This design comes from an exercise in tuning for small area and a short achievable clock period on the open sky130 flow, not from production work. At most, simulation tests tie the RTL to the original design; equivalence was not proved. Power is estimated from default activity; no workload was simulated.

== rev 12 ==
## router_extended
module router_extended (
  input  wire        clk,
  input  wire        rst,
  input  wire        start,
  input  wire [2:0]  cond_sel,
  input  wire [3:0]  opcode,
  input  wire [15:0] op_a,
  input  wire [15:0] op_b,
  output reg         busy,
  output reg         done,
  output reg  [31:0] result
);
For scale: about 840 cells after synthesis, roughly 76 I/O pins.
==> module ks_add, before the edit <==
module ks_add #(
  parameter W = 18
)(
  input  wire [W-1:0] x,
  input  wire [W-1:0] y,
  output wire [W-1:0] s
);
  localparam N = (W > 16) ? 5 : (W > 8) ? 4 : (W > 4) ? 3 : (W > 2) ? 2 : 1;
  wire [W-1:0] g [0:N];
  wire [W-1:0] p [0:N];
  assign g[0] = x & y;
  assign p[0] = x ^ y;
  genvar l, i;
  generate
    for (l = 0; l < N; l = l + 1) begin : lvl
      for (i = 0; i < W; i = i + 1) begin : bit_
        if (i >= (1 << l)) begin : comb
          assign g[l+1][i] = g[l][i] | (p[l][i] & g[l][i-(1<<l)]);
          assign p[l+1][i] = p[l][i] & p[l][i-(1<<l)];
        end else begin : pass
          assign g[l+1][i] = g[l][i];
          assign p[l+1][i] = p[l][i];
        end
      end
    end
  endgenerate
  assign s = p[0] ^ {g[N][W-2:0], 1'b0};
endmodule
Settings: LEC_CHECK=0, ABC_CLOCK_PERIOD_IN_PS=1000, CAP_MARGIN=20, CORE_MARGIN=2, CORE_UTILIZATION=40, SLEW_MARGIN=20; clock period 10.0 ns.
standard.sh (not shown) runs the stock make flow with config.mk's settings and CLKGATE_MAP_FILE= SYNTH_SCRIPT=/design/flow/synth_recipe.tcl, a recipe that flattens the netlist after the stock synthesis.
==> flow/flow/run.sh <==
#!/bin/bash
# The standard layout, with buf_4 cells as the port buffers and timing
# repair aimed past the 10 ns constraint.
set -euo pipefail
bash standard.sh SETUP_SLACK_MARGIN=6 "BUFFER_PORTS_ARGS=-buffer_cell sky130_fd_sc_hd__buf_4" finish > standard.log 2>&1
The inputs of rev 13 differ from those of rev 12 as listed below.
--- a/flow/design.v
+++ b/flow/design.v
@@ -291,9 +291,9 @@
   input  wire [W-1:0] x,
   input  wire [W-1:0] y,
   output wire [W-1:0] s
 );
-  localparam N = (W > 16) ? 5 : (W > 8) ? 4 : (W > 4) ? 3 : (W > 2) ? 2 : 1;
+  localparam N = $clog2(W);
   wire [W-1:0] g [0:N];
   wire [W-1:0] p [0:N];
   assign g[0] = x & y;
   assign p[0] = x ^ y;
==> run summary <==
Re post-synthesis instance area: no difference whatsoever between rev 12 and rev 13. The total number of tap cells of rev 12 and that of rev 13 are within noise of each other. From rev 13 to rev 12, cell depth of the worst hold path did not move at all. Between rev 12 and rev 13, the routed wire length on met3 does not differ in any meaningful way. Total combinational power of rev 13 is on par with rev 12. Taking rev 12 as the reference, in rev 13 final antenna-violating net count held, synthesized cell count held, static leakage held. Rev 13 -> rev 12: post-synthesis average cell area flat. Per the final summary, rev 13 finished and its layout is clean on timing, DRC and antenna.
The RTL of rev 13 was laid out without a check of its function.

--- another note on this design; it stands on its own ---

## router_extended
module router_extended (
  input  wire        clk,
  input  wire        rst,
  input  wire        start,
  input  wire [2:0]  cond_sel,
  input  wire [3:0]  opcode,
  input  wire [15:0] op_a,
  input  wire [15:0] op_b,
  output reg         busy,
  output reg         done,
  output reg  [31:0] result
);
==> flow/config.mk <==
export PLATFORM = sky130hd
export DESIGN_NAME = router_extended
export DESIGN_NICKNAME = router_extended
export VERILOG_FILES = /design/flow/design.v
export SDC_FILE = /design/flow/constraint.sdc
export NUM_CORES = 4
export LEC_CHECK = 0
export ABC_CLOCK_PERIOD_IN_PS = 1000
export CAP_MARGIN = 20
export CORE_MARGIN = 2
export CORE_UTILIZATION = 40
export CTS_BUF_LIST = sky130_fd_sc_hd__clkbuf_4 sky130_fd_sc_hd__clkbuf_8
export SLEW_MARGIN = 20
==> flow/constraint.sdc <==
create_clock -name core_clock -period 10.0 [get_ports {clk}]
set_input_delay 2.0000 -clock core_clock [delete_from_list [all_inputs] [get_ports {clk}]]
set_output_delay 2.0000 -clock core_clock [all_outputs]
set_load 0.01 [all_outputs]
standard.sh (not shown) runs the stock make flow with config.mk's settings and CLKGATE_MAP_FILE= SYNTH_SCRIPT=/design/flow/synth_recipe.tcl, a recipe that flattens the netlist after the stock synthesis.
==> flow/flow/run.sh <==
#!/bin/bash
# The standard layout, with buf_4 cells as the port buffers and timing
# repair aimed past the 10 ns constraint.
set -euo pipefail
bash standard.sh SETUP_SLACK_MARGIN=6 "BUFFER_PORTS_ARGS=-buffer_cell sky130_fd_sc_hd__buf_4" finish > standard.log 2>&1
Rerun with:
==> flow/flow/run.sh (replaced) <==
#!/bin/bash
# The standard layout, with buf_2 cells as the port buffers and timing
# repair aimed past the 10 ns constraint.
set -euo pipefail
bash standard.sh SETUP_SLACK_MARGIN=6 "BUFFER_PORTS_ARGS=-buffer_cell sky130_fd_sc_hd__buf_2" finish > standard.log 2>&1
Effect: The changed run produced a clean layout. Wire length climbs slightly. Clock-buffer cell count is lower by 1. Final cell count barely changes. Clock skew drops by 0.0064 ns. Final area fell slightly.


router_extended again, from the RTL that the note above started with.
Settings: LEC_CHECK=0, ABC_CLOCK_PERIOD_IN_PS=1000, CAP_MARGIN=20, CORE_MARGIN=2, CORE_UTILIZATION=40, CTS_BUF_LIST=sky130_fd_sc_hd__clkbuf_4 sky130_fd_sc_hd__clkbuf_8, SLEW_MARGIN=20; clock period 10.0 ns.
==> flow/flow/run.sh <==
#!/bin/bash
# The standard layout, with buf_2 cells as the port buffers and timing
# repair aimed past the 10 ns constraint.
set -euo pipefail
bash standard.sh SETUP_SLACK_MARGIN=5.5 "BUFFER_PORTS_ARGS=-buffer_cell sky130_fd_sc_hd__buf_2" finish > standard.log 2>&1
Edit:
==> flow/flow/run.sh (replaced) <==
#!/bin/bash
# The standard layout, with buf_2 cells as the port buffers and timing
# repair aimed past the 10 ns constraint.
set -euo pipefail
bash standard.sh SETUP_SLACK_MARGIN=6.3 "BUFFER_PORTS_ARGS=-buffer_cell sky130_fd_sc_hd__buf_2" finish > standard.log 2>&1
Settings changed: ABC_CLOCK_PERIOD_IN_PS 1000 to default, PLACE_DENSITY from default to 0.8.
Result:
- wire length climbs by about 3.6%
- total power climbs by 8.1%
- cell area climbs by about 5%
- register-to-register slack gains 0.27 ns
- final cell count climbs by about 1.1%
- combinational power climbs by 20%
- worst setup slack gains 0.27 ns
- via count climbs by 5.3%
- utilization climbs by 2.3 points
- clock skew climbs by 0.0035 ns

[static timing again, ports no longer ideal]
No port has a modelled driver above. Below, the same layouts with a new extraction and two added sets of constraints. Step 1 assumes that a clkbuf_16 drives the clock port and a buf_2 every other input. Step 2 moves the port delays by t, midway between the first and last clock arrival at a register: inputs arrive t later, outputs are due t later. That takes back most of the time a late clock gives input paths. a / b / c = ideal / step 1 / step 2; a / b = the first two.
| run | t (ns) | setup WS [ns] | worst setup path at the end | worst register clock-pin slew, ns |
|---|---|---|---|---|
| rev 12 | 0.459 | 6.101 / 6.101 / 5.873 | input to register | 0.06 / 0.06 |
| rev 13 | 0.459 | 6.101 / 6.101 / 5.873 | input to register | 0.06 / 0.06 |
| the first run of note 2 | 0.466 | 6.147 / 6.147 / 5.714 | input to register | 0.08 / 0.08 |
| the second run of note 2 | 0.484 | 6.158 / 6.158 / 5.771 | input to register | 0.08 / 0.08 |
| the first run of note 3 | 0.480 | 5.954 / 5.954 / 5.638 | input to register | 0.08 / 0.08 |
| the second run of note 3 | 0.485 | 6.223 / 6.223 / 5.965 | input to register | 0.08 / 0.08 |
After both steps setup and hold are still met in every run listed. The setup slack of the first run of note 2, which loses most, moves by 0.000 ns with the drivers and by -0.433 ns with both steps.
